Background: an optimization exercise with open tools, aiming at small area. Do not read the settings as production practice. In this exercise RTL edits were held to simulation tests only and were not proved equivalent to the original. No activity file was given, so power comes from the tool's default toggle rates.

--- flow/design.v ---
module reg_load (a, b, load, clk);
	parameter n = 16;
	input [n-1:0] a;
	input load, clk;
	output logic [n-1:0] b;
	always @ (posedge clk) begin
		if (load) 
			b <= a;
	end
endmodule
module decoder (a, b);
	parameter n = 3;
	parameter m = 8;
	input [n-1:0] a;
	output [m-1:0] b;
	assign b = 1 << a; 
endmodule 
module mux_8in (a0, a1, a2, a3, a4, a5, a6, a7, sel, b);
	parameter k = 16; 
	input [k-1:0] a0, a1, a2, a3, a4, a5, a6, a7; 
	input [7:0] sel;
	output [k-1:0] b;
	assign b = ({k{sel[0]}} & a0) |
			 ({k{sel[1]}} & a1) |
			 ({k{sel[2]}} & a2) |
			 ({k{sel[3]}} & a3) |
			 ({k{sel[4]}} & a4) |
			 ({k{sel[5]}} & a5) |
			 ({k{sel[6]}} & a6) |
			 ({k{sel[7]}} & a7) ;
endmodule  
module regfile (data_in, writenum, write, readnum, clk, data_out, reg_out);
	input [15:0] data_in;
	input [2:0] writenum, readnum;
	input write, clk;
	output logic [15:0] data_out;
	logic [7:0] write_dec_out, read_dec_out, load;
	output logic [127:0] reg_out;
	decoder #(3,8) Dec1 (writenum, write_dec_out);
	decoder #(3,8) Dec2 (readnum, read_dec_out);
	genvar i;  
	generate 
		for (i = 0; i < 8; i = i + 1) begin: Regs
			reg_load #(16) Reg (.clk (clk), .load (load [i]), .a (data_in), .b (reg_out [((1+i)*16)-1 : i*16]));
		end
	endgenerate 
	mux_8in # (16) Mux (
	.sel (read_dec_out), 
	.b (data_out),
	.a0 (reg_out [15:0]),
	.a1 (reg_out [31:16]),
	.a2 (reg_out [47:32]),
	.a3 (reg_out [63:48]),
	.a4 (reg_out [79:64]),
	.a5 (reg_out [95:80]),
	.a6 (reg_out [111:96]),
	.a7 (reg_out [127:112])
	);
	always_comb begin  
		load = write_dec_out & {8{write}};
	end
endmodule
module shifter (in,shift,sout);
	input [15:0] in;
	input [1:0] shift;
	output logic [15:0] sout;
	always_comb begin
		case (shift)
			2'b00: sout = in;
			2'b01: sout = in << 1;
			2'b10: sout = in >> 1;
			2'b11: sout = {in[15], in[15:1]};  
			default: sout = 16'b0; 
		endcase
	end
endmodule 
module Mubi_adder (a, b, cin, cout, s);
	parameter n = 8;
	input [n-1:0] a, b;
	input cin;
	output logic [n-1:0] s;
	output logic cout;
	assign {cout, s} = a + b + cin; 
endmodule 
module AddSubOvf (a, b, sub, s, ovf);
	parameter n = 8;
	input [n-1:0] a, b;
	input sub;  
	output logic [n-1:0] s;
	output logic ovf;  
	logic c1, c2;  
	assign ovf = c1 ^ c2;   
	Mubi_adder # (1) as (a[n-1],b[n-1]^sub, c1, c2, s[n-1]);  
	Mubi_adder # (n-1) ai (a[n-2:0], b[n-2:0]^{n-1{sub}}, sub, c1, s[n-2:0]);  
endmodule
module alu (Ain, Bin, ALUop, out, Z, V, N);
	input [15:0] Ain, Bin;
	input [1:0] ALUop;
	output logic [15:0] out;
	output logic Z, V, N;  
	logic [15:0] add_sub_out, and_out, notB_out;  
	logic [3:0] ALUop_1hot;  
	AddSubOvf #(16) add_sub_ovf (
	.a (Ain), 
	.b (Bin), 
	.sub (ALUop_1hot[1]), 
	.s (add_sub_out), 
	.ovf (V)
	);
	assign and_out = Ain & Bin;
	assign notB_out = ~Bin;
	assign N = out[15]; 
	assign Z = (out == 16'b0); 
	decoder #(2, 4) dec (.a(ALUop), .b(ALUop_1hot)); 
	always_comb begin
		case (ALUop_1hot)
			4'b0001: out = add_sub_out;
			4'b0010: out = add_sub_out;
			4'b0100: out = and_out;
			4'b1000: out = notB_out;
			default: out = 16'b0; 
		endcase
	end
endmodule
module Ins_Dec (in, nsel, ALUop, sximm5, sximm8, shift, readnum, writenum, opcode, op, branch_condition);
	input [15:0] in; 
	input [2:0] nsel; 
	output logic [1:0] ALUop, shift, op; 
	output logic [15:0] sximm5, sximm8; 
	output logic [2:0] readnum, writenum, opcode, branch_condition;
	logic [2:0] Rn, Rd, Rm, mux_out; 
	logic [4:0] imm5; 
	logic [7:0] imm8; 
	assign Rm = in[2:0]; 
	assign Rd = in[7:5];
	assign Rn = in[10:8];
	assign shift = in[4:3];
	assign imm8 = in[7:0];
	assign imm5 = in[4:0];
	assign ALUop = in[12:11];
	assign op = in[12:11];
	assign opcode = in[15:13]; 
	assign readnum = mux_out;
	assign writenum = mux_out;
	assign branch_condition = in[10:8]; 
	always_comb begin
		case (nsel)
			3'b001: mux_out = Rn;
			3'b010: mux_out = Rd;
			3'b100: mux_out = Rm; 
			default: mux_out = 3'b0; 
		endcase
	end
	assign sximm5 = $signed({imm5, 11'b0}) >>> 11; 
	assign sximm8 = $signed({imm8, 8'b0}) >>> 8; 
endmodule
module Datapath (clk, readnum, vsel, loada, loadb, shift, asel, bsel, ALUop, loadc, loads,
				writenum, write, mdata, sximm8, PC, sximm5, status_out, datapath_out, reg_out);
	input clk;
	input [2:0] readnum, writenum;
	input loada, loadb,  loadc, loads, write;
	input [1:0] ALUop, shift, vsel, asel, bsel; 
 	input [15:0] mdata, sximm8, sximm5;
	input [7:0] PC;
	output logic [2:0] status_out;
	output logic [15:0] datapath_out;
	output logic [127:0] reg_out; 
	logic [15:0] data_in, data_out, a_out, b_out, ALU_out, sout, Ain, Bin;
	logic Z, V, N; 
	always_comb begin
		case (vsel)
			2'b00: data_in = datapath_out;
			2'b01: data_in = mdata;
			2'b10: data_in = sximm8;
			2'b11: data_in = {8'b0, PC};
			default: data_in = 16'b0; 
		endcase
	end
	regfile RF (data_in, writenum, write, readnum, clk, data_out, reg_out);
	reg_load #(16) REG_A (data_out, a_out, loada, clk);  
	reg_load #(16) REG_B (data_out, b_out, loadb, clk);
	reg_load #(16) REG_C (ALU_out, datapath_out, loadc, clk);
	reg_load #(3) REG_S ({Z, V, N}, status_out, loads, clk);  
	shifter SF (b_out, shift, sout); 
	always_comb begin
		case (asel)
			2'b00: Ain = a_out;
			2'b01: Ain = 16'b0;
			2'b10: Ain = {8'b0, PC};
			default: Ain = 16'b0; 
		endcase
	end
	always_comb begin
		case (bsel)
			2'b00: Bin = sout;
			2'b01: Bin = sximm5;
			2'b10: Bin = sximm8; 
			default: Bin = 16'b0; 
		endcase
	end
	alu ALU (Ain, Bin, ALUop, ALU_out, Z, V, N);
endmodule
module FSM (clk, rst, w, opcode, op, loada, loadb, loadc, asel, bsel, loads, write, vsel, nsel, load_pc, load_ir, addr_sel, mem_cmd, load_addr, Z, V, N, branch_condition, sel_pc, ALUop_zero);
    input clk, rst;
    input [2:0] opcode, branch_condition;
    input [1:0] op;
    input Z, V, N; 
    output logic w, loada, loadb, loadc, loads, write, load_pc, load_ir, addr_sel, load_addr, ALUop_zero;
    output logic [2:0] nsel;
    output logic [1:0] vsel, mem_cmd, asel, bsel, sel_pc;
    enum {
        decode,
        move_save,
        read_rm_load_b,
        shift_b,
        feedback_save_rd,
        read_rn_load_a,
        add_and_ab,
        sub_ab, 
        reset, 
        if1, 
        if2, 
        update_pc, 
        add_a_sximm5, 
        load_data_addr,
        get_mem_data,
        save_mem_rd, 
        read_rd_load_b, 
        b_to_output,
        write_mem, 
        halt,
        BEQ,  
        BNE,
        BLT, 
        BLE,
        compute_branch_pc, 
        update_branch_pc,
        reload_branch_pc, 
        dummy2, 
        BL
    } state;
    always_ff @ (posedge clk) begin
        if (rst) begin
            loada <= 0;
            loadb <= 0;
            loadc <= 0;
            loads <= 0;
            asel <= 2'b0;
            bsel <= 2'b0;
            vsel <= 2'b0;
            nsel <= 3'b0; 
            addr_sel <= 0;
            write <= 0; 
            w <= 0;
            ALUop_zero <= 0; 
            sel_pc <= 2'b0;
            load_pc <= 1;
            load_ir <= 0;
            load_addr <= 0;
            mem_cmd <= 2'b00;
            state <= reset;
        end
        else begin
            case (state)
                reset: 
                begin
                    loada <= 0;
                    loadb <= 0;
                    loadc <= 0;
                    loads <= 0;
                    asel <= 2'b0;
                    bsel <= 2'b0;
                    vsel <= 2'b0;
                    nsel <= 3'b0; 
                    addr_sel <= 0;
                    write <= 0; 
                    w <= 0;
                    ALUop_zero <= 0; 
                    sel_pc <= 2'b0;
                    load_pc <= 1;
                    load_ir <= 0;
                    load_addr <= 0;
                    mem_cmd <= 2'b00;  
                    state <= if1; 
                end
                if1:
                begin
                    loada <= 0;
                    loadb <= 0;
                    loadc <= 0;
                    loads <= 0;
                    asel <= 2'b0;
                    bsel <= 2'b0;
                    vsel <= 2'b0;
                    nsel <= 3'b0; 
                    write <= 0; 
                    w <= 0;
                    ALUop_zero <= 0; 
                    sel_pc <= 2'b01;
                    load_pc <= 0; 
                    addr_sel <= 1;
                    load_addr <= 0;
                    mem_cmd <= 2'b01;  
                    state <= if2;
                end
                if2:
                begin
                    load_ir <= 1;
                    state <= update_pc;
                end
                update_pc:
                begin
                    load_pc <= 1; 
                    load_ir <= 0; 
                    mem_cmd <= 2'b00;  
                    state <= decode;
                end
                decode:
                begin
                    load_pc <= 0; 
                    w <= 0;
                    if ({opcode, op} == 5'b11010)
                        state <= move_save;
                    else if ({opcode, op} == 5'b01100 || {opcode, op} == 5'b10000)
                        state <= read_rn_load_a;
                    else if (opcode == 3'b111)
                        state <= halt;
                    else if ({opcode, branch_condition} == 6'b001000)  
                        state <= compute_branch_pc;
                    else if ({opcode, branch_condition} == 6'b001001)
                        state <= BEQ;
                    else if ({opcode, branch_condition} == 6'b001010)
                        state <= BNE;
                    else if ({opcode, branch_condition} == 6'b001011)
                        state <= BLT;
                    else if ({opcode, branch_condition} == 6'b001100)
                        state <= BLE;
                    else if ({opcode, op} == 5'b01011)
                        state <= BL; 
                    else if ({opcode, op} == 5'b01000)  
                        state <= read_rd_load_b; 
                    else 
                        state <= read_rm_load_b;
                end
                move_save:  
                begin
                    nsel <= 3'b001;
                    write <= 1;
                    vsel <= 2'b10; 
                    state <= if1;
                end
                read_rm_load_b:
                begin
                    nsel <= 3'b100;
                    loadb <= 1;
                    if ({opcode, op} == 5'b11000 || {opcode, op} == 5'b10111)
                        state <= shift_b; 
                    else 
                        state <= read_rn_load_a;
                end
                shift_b:
                begin
                    loadb <= 0;
                    bsel <= 2'b0;
                    asel <= 2'b01;
                    loadc <= 1;
                    state <= feedback_save_rd;
                end
                feedback_save_rd:
                begin
                    vsel <= 2'b0;
                    nsel <= 3'b010;
                    write <= 1;
                    loadc <= 0;
                    state <= if1;
                end
                read_rn_load_a: 
                begin
                    nsel <= 3'b001;
                    loada <= 1;
                    loadb <= 0;
                    if ({opcode,op} == 5'b10101)
                        state <= sub_ab;
                    else if ({opcode, op} == 5'b01100 || {opcode, op} == 5'b10000)
                        state <= add_a_sximm5;
                    else
                        state <= add_and_ab;
                end
                add_and_ab:
                begin
                    loada <= 0;
                    asel <= 2'b00;
                    bsel <= 2'b0;
                    loadc <= 1;
                    state <= feedback_save_rd;
                end
                sub_ab:
                begin
                    loada <= 0;
                    asel <= 2'b0;
                    bsel <= 2'b0;
                    loadc <= 1;
                    loads <= 1;
                    state <= if1;
                end
                add_a_sximm5:
                begin
                    loada <= 0;
                    asel <= 2'b0;
                    bsel <= 2'b01;
                    loadc <= 1;
                    state <= load_data_addr; 
                end
                load_data_addr:
                begin
                    loadc <= 0;
                    load_addr <= 1;
                    addr_sel <= 0;  
                    mem_cmd <= 2'b00;  
                    if ({opcode,op} == 5'b10000)
                        state <= read_rd_load_b;
                    else if ({opcode,op} == 5'b01100)
                        state <= get_mem_data; 
                end
                get_mem_data:
                begin
                    load_addr <= 0;
                    state <= save_mem_rd; 
                end
                save_mem_rd:
                begin
                    mem_cmd <= 2'b01; 
                    vsel <= 2'b01;
                    nsel <= 3'b010;
                    write <= 1;
                    state <= if1;
                end
                read_rd_load_b:
                begin
                    nsel <= 3'b010;
                    loadb <= 1;
                    load_addr <= 0;
                    if ({opcode, op} == 5'b01000)
                        vsel <= 2'b11; 
                    state <= b_to_output;
                end
                b_to_output:  
                begin
                    loadb <= 0;
                    asel <= 2'b01;  
                    bsel <= 2'b0;
                    loadc <= 1;
                    if ({opcode, op} == 5'b01000)
                        state <= reload_branch_pc;
                    else 
                        state <= write_mem;
                end
                write_mem:  
                begin
                    loadc <= 0;
                    addr_sel <= 0;
                    mem_cmd <= 2'b10;
                    state <= if1; 
                end 
                halt:
                begin
                    w <= 1; 
                    sel_pc <= 2'b0;
                    state <= halt;
                end
                compute_branch_pc: 
                begin
                    write <= 0;
                    asel <= 2'b10;
                    bsel <= 2'b10; 
                    state <= update_branch_pc;
                end
                update_branch_pc:
                begin
                    loadc <= 1;
                    state <= reload_branch_pc;
                end
                reload_branch_pc:
                begin
                    sel_pc <= 2'b10;
                    loadc <= 0;
                    load_pc <= 1;
                    state <= dummy2;
                end
                dummy2:
                begin
                    load_pc <= 0; 
                    state <= if1; 
                end
                BEQ:
                begin
                    if (Z == 1) 
                        state <= compute_branch_pc;
                    else 
                        state <= if1; 
                end
                BNE:
                begin
                    if (Z == 0) 
                        state <= compute_branch_pc;
                    else 
                        state <= if1;
                end
                BLT:
                begin
                    if (N != V)
                        state <= compute_branch_pc;
                    else 
                        state <= if1;
                end
                BLE:
                begin
                    if (N != V || Z == 1)
                        state <= compute_branch_pc;
                    else 
                        state <= if1; 
                end
                BL:  
                begin
                    vsel <= 2'b11;  
                    write <= 1;
                    nsel <= 3'b001;  
                    ALUop_zero <= 1;
                    state <= compute_branch_pc;
                end
            endcase 
        end
    end
endmodule 
module CPU (clk, reset, in, out, N, V, Z, w, mem_cmd, mem_addr, reg_out);
	input clk, reset; 
	input [15:0] in;
	output logic [15:0] out;
	output logic N, V, Z, w;
	output logic [1:0] mem_cmd;  
	output logic [8:0] mem_addr; 
	output logic [127:0] reg_out; 
	logic [15:0] ins_out;
	logic [1:0] ALUop, shift, op, vsel, sel_pc, asel, bsel, ALUop_dp;
	logic [15:0] sximm5, sximm8;
	logic [2:0] readnum, writenum, opcode, nsel, branch_condition;
	logic loada, loadb, loadc, loads, write, load_pc, load_ir, addr_sel, load_addr, ALUop_zero;
	logic [8:0] pc_out, next_pc, data_addr_out, data_addr_in; 
	reg_load ins_reg (
		.a (in), 
		.b (ins_out), 
		.load (load_ir), 
		.clk (clk)
	);  
	Ins_Dec ins_dec (
		.in (ins_out),
		.nsel (nsel),
		.ALUop (ALUop),
		.sximm5 (sximm5),
		.sximm8 (sximm8),
		.shift (shift),
		.readnum (readnum),
		.writenum (writenum),
		.opcode (opcode),
		.op (op), 
		.branch_condition (branch_condition)
	);
	FSM fsm (
		.clk (clk),
		.rst (reset),
		.w (w),
		.opcode (opcode),
		.op (op),
		.loada (loada),
		.loadb (loadb),
		.loadc (loadc),
		.loads (loads),
		.asel (asel),
		.bsel (bsel),
		.vsel (vsel),
		.nsel (nsel),
		.write (write),
		.load_ir (load_ir),
		.load_pc (load_pc),
		.addr_sel (addr_sel),
		.mem_cmd (mem_cmd),
		.load_addr (load_addr), 
		.Z (Z), 
		.V (V), 
		.N (N), 
		.branch_condition (branch_condition),
		.sel_pc (sel_pc),
		.ALUop_zero (ALUop_zero)
	);
	Datapath datapath (
		.clk (clk),
		.readnum (readnum),
		.vsel (vsel),
		.loada (loada),
		.loadb (loadb),
		.shift (shift),
		.asel (asel),
		.bsel (bsel),
		.ALUop (ALUop_dp),
		.loadc (loadc),
		.loads (loads),
		.writenum (writenum),
		.write (write),
		.mdata (in),
		.sximm8 (sximm8),
		.sximm5 (sximm5),
		.PC (pc_out[7:0]),
		.status_out ({Z, V, N}),
		.datapath_out (out),
		.reg_out (reg_out)
	);
	always_ff @(posedge clk) begin
		if (load_pc) 
			pc_out <= next_pc; 
	end
	always_comb begin : pc_mux
		case (sel_pc)
			2'b00: next_pc = 9'b0;
			2'b01: next_pc = pc_out + 9'b000000001;
			2'b10: next_pc = out[8:0];  
			default: next_pc = 9'b0; 
		endcase
	end
	always_comb begin : addr_mux
		case (addr_sel)
			1'b0: mem_addr = data_addr_out;
			1'b1: mem_addr = pc_out; 
			default: mem_addr = 9'b0; 
		endcase
	end
	assign data_addr_in = out[8:0]; 
	always_ff @ (posedge clk) begin
		if (reset)
			data_addr_out <= 9'b0;
		else if (load_addr)
			data_addr_out <= data_addr_in; 
	end
	always_comb begin: ALUop_Mux
		case (ALUop_zero)
			1'b0: ALUop_dp = ALUop;
			1'b1: ALUop_dp = 2'b0; 
			default: ALUop_dp = 2'b0; 
		endcase
	end
endmodule
--- flow/run.sh ---
#!/bin/bash
# synth_recipe.tcl (not shown) runs the flow's synth.tcl, then flattens the netlist and writes it again
# the make line also repeats each setting of config.mk as NAME=value (left out here)
make -C /OpenROAD-flow-scripts/flow DESIGN_CONFIG=/design/flow/config.mk WORK_HOME=/design/flow/orfs CLKGATE_MAP_FILE= SYNTH_SCRIPT=/design/flow/synth_recipe.tcl finish
--- flow/config.mk ---
export PLATFORM = sky130hd
export DESIGN_NAME = CPU
export DESIGN_NICKNAME = CPU
export VERILOG_FILES = /design/flow/design.v
export SDC_FILE = /design/flow/constraint.sdc
export NUM_CORES = 4
export LEC_CHECK = 0
export CAP_MARGIN = 20
export CORE_MARGIN = 2
export CORE_UTILIZATION = 40
export SLEW_MARGIN = 20
--- flow/constraint.sdc ---
create_clock -name core_clock -period 10.0 [get_ports {clk}]
set_input_delay 2.0000 -clock core_clock [delete_from_list [all_inputs] [get_ports {clk}]]
set_output_delay 2.0000 -clock core_clock [all_outputs]
set_load 0.01 [all_outputs]
==> notes.md <==
## final cells by class
| class | count | area share, % |
|---|---|---|
| Sequential cell | 242 | 44.4 |
| Clock inverter | 18 | 0.903 |
| Multi-Input combinational cell | 796 | 33.9 |
| Inverter | 19 | 0.459 |
| Tap cell | 396 | 3.19 |
| Clock buffer | 34 | 4.66 |
| Timing Repair Buffer | 200 | 12.6 |
| Antenna cell | 1 | 0.0161 |
## per-layer routing
metal	vias up	routed length, um	GRT usage (%)
li1	4654	-	-
met5	-	12	0
met4	2	1150	6.58
met1	5039	18500	35.4
met3	69	4200	7.20
met2	462	19600	40.2
## state kept, by name, summed over array words and instances (netlist names), 2 cells and up
register and cells:
datapath.RF.Regs.Reg.b 128, datapath.REG_C.b 16, fsm.asel 2, fsm.sel_pc 2, fsm.mem_cmd 2, ins_reg.b 16, pc_out 9, fsm.state 5
datapath.REG_B.b 16, datapath.REG_S.b 3, data_addr_out 9, fsm.nsel 3, fsm.bsel 2, datapath.REG_A.b 16, fsm.vsel 2
## final timing paths
kind | from | depth (start not counted) | slack (ns) | endpoint
worst max register to register | fsm.bsel[0] | 19 | 3.36 | datapath.REG_S.b[2]
worst min register to register | fsm.mem_cmd[1] | 2 | 0.47 | fsm.mem_cmd[1]
worst min-delay path | fsm.mem_cmd[1] | 2 | 0.47 | fsm.mem_cmd[1]
worst max-delay path | fsm.bsel[0] | 19 | 3.36 | datapath.REG_S.b[2]
## logic make-up (layout without fill, tap and decap cells)
| family | Yosys count | after routing | share of synthesized area (%) |
|---|---|---|---|
| fa+ha+maj | 20 | 20 | 2.10 |
| flops | 242 | 242 | 55.0 |
| xor+xnor | 36 | 36 | 2.52 |
| compound gates | 332 | 332 | 17.7 |
| simple gates | 335 | 335 | 12.6 |
| buf+inv | 99 | 271 | 3.10 |
| other cells | 0 | 1 | 0 |
| mux | 73 | 73 | 6.94 |
## per-stage QoR
stage	utilization, %	total power, uW	hold WS [ns]
2_1_floorplan	-	2040	0.456
3_3_place_gp	47.7	2410	0.459
3_5_place_dp	47.7	2410	0.463
4_1_cts	50.6	3370	0.471
5_1_grt	50.6	3540	0.503
6_report	50.6	3380	0.469
## power by group
part	internal [uW]	switching, uW
logic	386	678
clock network	541	424
registers	1230	117
total	2160	1220
## layout by cell type (no fill, tap or decap), drive strengths merged, types with 15 or more instances in the layout
cell,netlist,routed
dfxtp,38,38
clkbuf,63,34
ha,17,17
buf,17,24
inv,17,17
and2,20,20
nor2,123,123
clkdlybuf4s50,0,176
nor3,22,22
nor2b,16,16
mux2,30,30
clkinv,2,15
a21oi,84,84
edfxtp,204,204
xnor2,24,24
a221oi,19,19
nand3,17,17
o21ai,67,67
a22oi,55,55
mux2i,35,35
nand2,77,77
## worst max-delay path, delay by kind of cell, from the launching register on
kind	cells	cell delay [ns]
AOI/OAI and AO/OA	11	2.77
xor gates and xnor gates	1	0.12
adders and majority gates	2	0.91
DFF	1	0.99
and+or+nand+nor	5	1.64
==> Implementation_results.wiki <==
{| class="wikitable"
! Metric !! Value
|-
| Result of the run || no timing/DRC/antenna violations
|-
| GR Overflow Total || 0
|-
| CTS Buf Count || 28
|-
| Finish-stage setup viols || 0
|-
| Synthesized net count || approximately 1200
|-
| Achievable Freq || about 0.15 GHz
|-
| Die ar. || 32700 um2
|-
| # rows || 64
|-
| Aggregate routed wire length || 43.4 mm
|-
| Setup Fix Bufs, Post-CTS || 0
|-
| Most used cell along the critical path || sky130_fd_sc_hd__o21ai_0
|-
| Post-synth cell types || slightly above 70
|-
| Deepest clock path buffer count || 3
|-
| Part of the cycle the worst path needs || 66.4%
|-
| Class of the tightest hold or removal check || reg -> reg
|-
| Detail Route Antenna Nets || 0
|-
| Synth Area per Inst || 11.0 um2
|-
| Hold Buf Count CTS || 0
|-
| Filler Cells Inserted || 2748
|-
| Area used by multi-input combinational logic || approximately 5300 um2
|-
| RD Place Congestion || 0.891
|-
| Antenna violations before repair || 1
|-
| Root Buffer Master || sky130_fd_sc_hd__clkbuf_16
|-
| Post-layout minimum cycle time || between 6 and 7 ns
|-
| Vertical die dimension || roughly 180 um
|-
| Setup Crit Path Kind || reg -> reg
|-
| Combined global-route utilization of all metal layers || between 20% and 30%
|-
| Number of design-rule violations left by the first detailed-router iteration || 1022
|-
| Setup repair after global routing missed its margin || false
|-
| Most common cell in the synthesized netlist || sky130_fd_sc_hd__edfxtp_1
|-
| Source-to-sink clock delay at the later pin of the worst-skew pair || around 0.58 ns
|-
| Clock tree from TritonCTS || yes
|-
| Detailed placement HPWL || 30.5 mm
|-
| Max Slew Vio Count || 0
|-
| Sequential cell area || between 6000 and 7000 um2
|-
| Slowest Stage Delay on Critical Path || between 0.9 and 1 ns
|-
| Max-capacitance violation count || 0
|-
| Relative slew slack || between 20 and 25%
|-
| Routed wirelength normalized by instance count || 25.4 um
|-
| Final non-filler cell area || about 16000 um2
|-
| Relative area change from synthesis to final layout || 24.0%
|-
| H-Tree Depth || 1
|-
| Worst path required time || 10.34 ns
|-
| Worst-case setup slack after placement || about 3.5 ns
|-
| Via count of the first global-routing pass || between 9000 and 10000
|-
| Top flip-flop cell by instance count after synthesis || sky130_fd_sc_hd__edfxtp_1
|-
| Number of synthesized flops with an enable pin || approximately 200
|-
| Setup tns final || 0 ns
|-
| Io pins || between 150 and 200
|-
| Kind of end point of the critical path || register
|-
| Net count reported at finish || ~1300
|-
| Critical-path cell list || or2_0, nor2_1, a221oi_1, xnor2_1, ha_1, o21ai_0, nand2_1, a21oi_1, a311oi_1, o21ai_0, o21ai_0, a21oi_1, fa_1, a211oi_1, a211o_1, a2111o_1, a2111o_1, or4b_1, nor4_1
|-
| Leak Pwr || 0.00523 uW
|-
| Share of flip-flops with an asynchronous set or reset || 0%
|-
| Share of the yosys chip area belonging to registers || about 55%
|-
| Pin count of the biggest net entering global routing || between 50 and 60
|-
| Startpoint type of the worst setup path || register
|-
| Actual slew at the worst max-slew pin || 1.16 ns
|-
| Horiz. Die Dim || between 150 and 200 um
|-
| Worst-path clk slew || 0.06 ns
|-
| Syn. warnings || 10
|-
| # clock sinks || 242
|-
| Total standard cell area after synthesis || about 13000 um2
|-
| Instance count after placement with tap cells included || 1652
|-
| Biggest area consumer among synthesized cells || sky130_fd_sc_hd__edfxtp_1
|-
| Layout cells sized above 1 || under 10%
|-
| Worst Setup Slack, final || ~3.4 ns
|-
| Highest net fanout along the worst path || 31
|-
| Starting density of the core || 40.8%
|-
| Non-filler instance count after layout || 1706
|-
| Hold Violations, Final || 0
|-
| Vias || just over 10000
|-
| Worst vdd ir || roughly 140 uV
|-
| TritonRoute pass-1 iters || 5
|-
| Endpoint arrival time on the critical path || between 6 and 7 ns
|-
| Via density per instance || approximately 6
|-
| Ranking of synthesized cells by area || sky130_fd_sc_hd__edfxtp_1 (49%), sky130_fd_sc_hd__dfxtp_1 (6.1%), sky130_fd_sc_hd__nor2_1 (3.7%), sky130_fd_sc_hd__a21oi_1 (3.4%), sky130_fd_sc_hd__a22oi_1 (3.3%)
|-
| Post-synth top cells || sky130_fd_sc_hd__edfxtp_1 (204), sky130_fd_sc_hd__nor2_1 (123), sky130_fd_sc_hd__a21oi_1 (84)
|-
| Core box area || roughly 31000 um2
|-
| Cells resized by post-CTS repair || 0
|-
| Power density over cell area || between 200 and 250 nW/um2
|-
| Post-route clock skew || between 0.04 and 0.05 ns
|-
| Cell type of the slowest stage on the worst timing path || sky130_fd_sc_hd__dfxtp_1
|-
| Fraction of post-synthesis cell area in the top cell type by area || about half
|-
| Number of register bits inferred by synthesis || about 240
|-
| Gate count after technology mapping || between 1000 and 1500
|-
| Global-route wire length before repair || between 60 and 70 mm
|-
| Total DRC errors in the routed layout || 0
|-
| Cell area reported after detailed placement || 14600 um2
|-
| Port-buffer cells || 176
|}

-- what the ideal ports hide --
The results above use ideal ports. As a check the final layout listed here was re-extracted and re-timed, cells and wires unchanged. Step 1, drivers: a clkbuf_16 drives clk and a buf_2 each remaining input, both assumed. Step 2 moves the port delays by t, midway between the first and last clock arrival at a register: inputs arrive t later, outputs are due t later. That takes back most of the time a late clock gives input paths. a / b / c = ideal / step 1 / step 2; a / b = the first two.
t (ns): 0.611
setup slack, ns: 3.357 / 3.357 / 3.357
worst hold slack (ns): 0.469 / 0.469 / 0.469
After both steps setup and hold are still met in this run. The setup slack of this run moves by 0.000 ns with the drivers and by 0.000 ns with both steps.
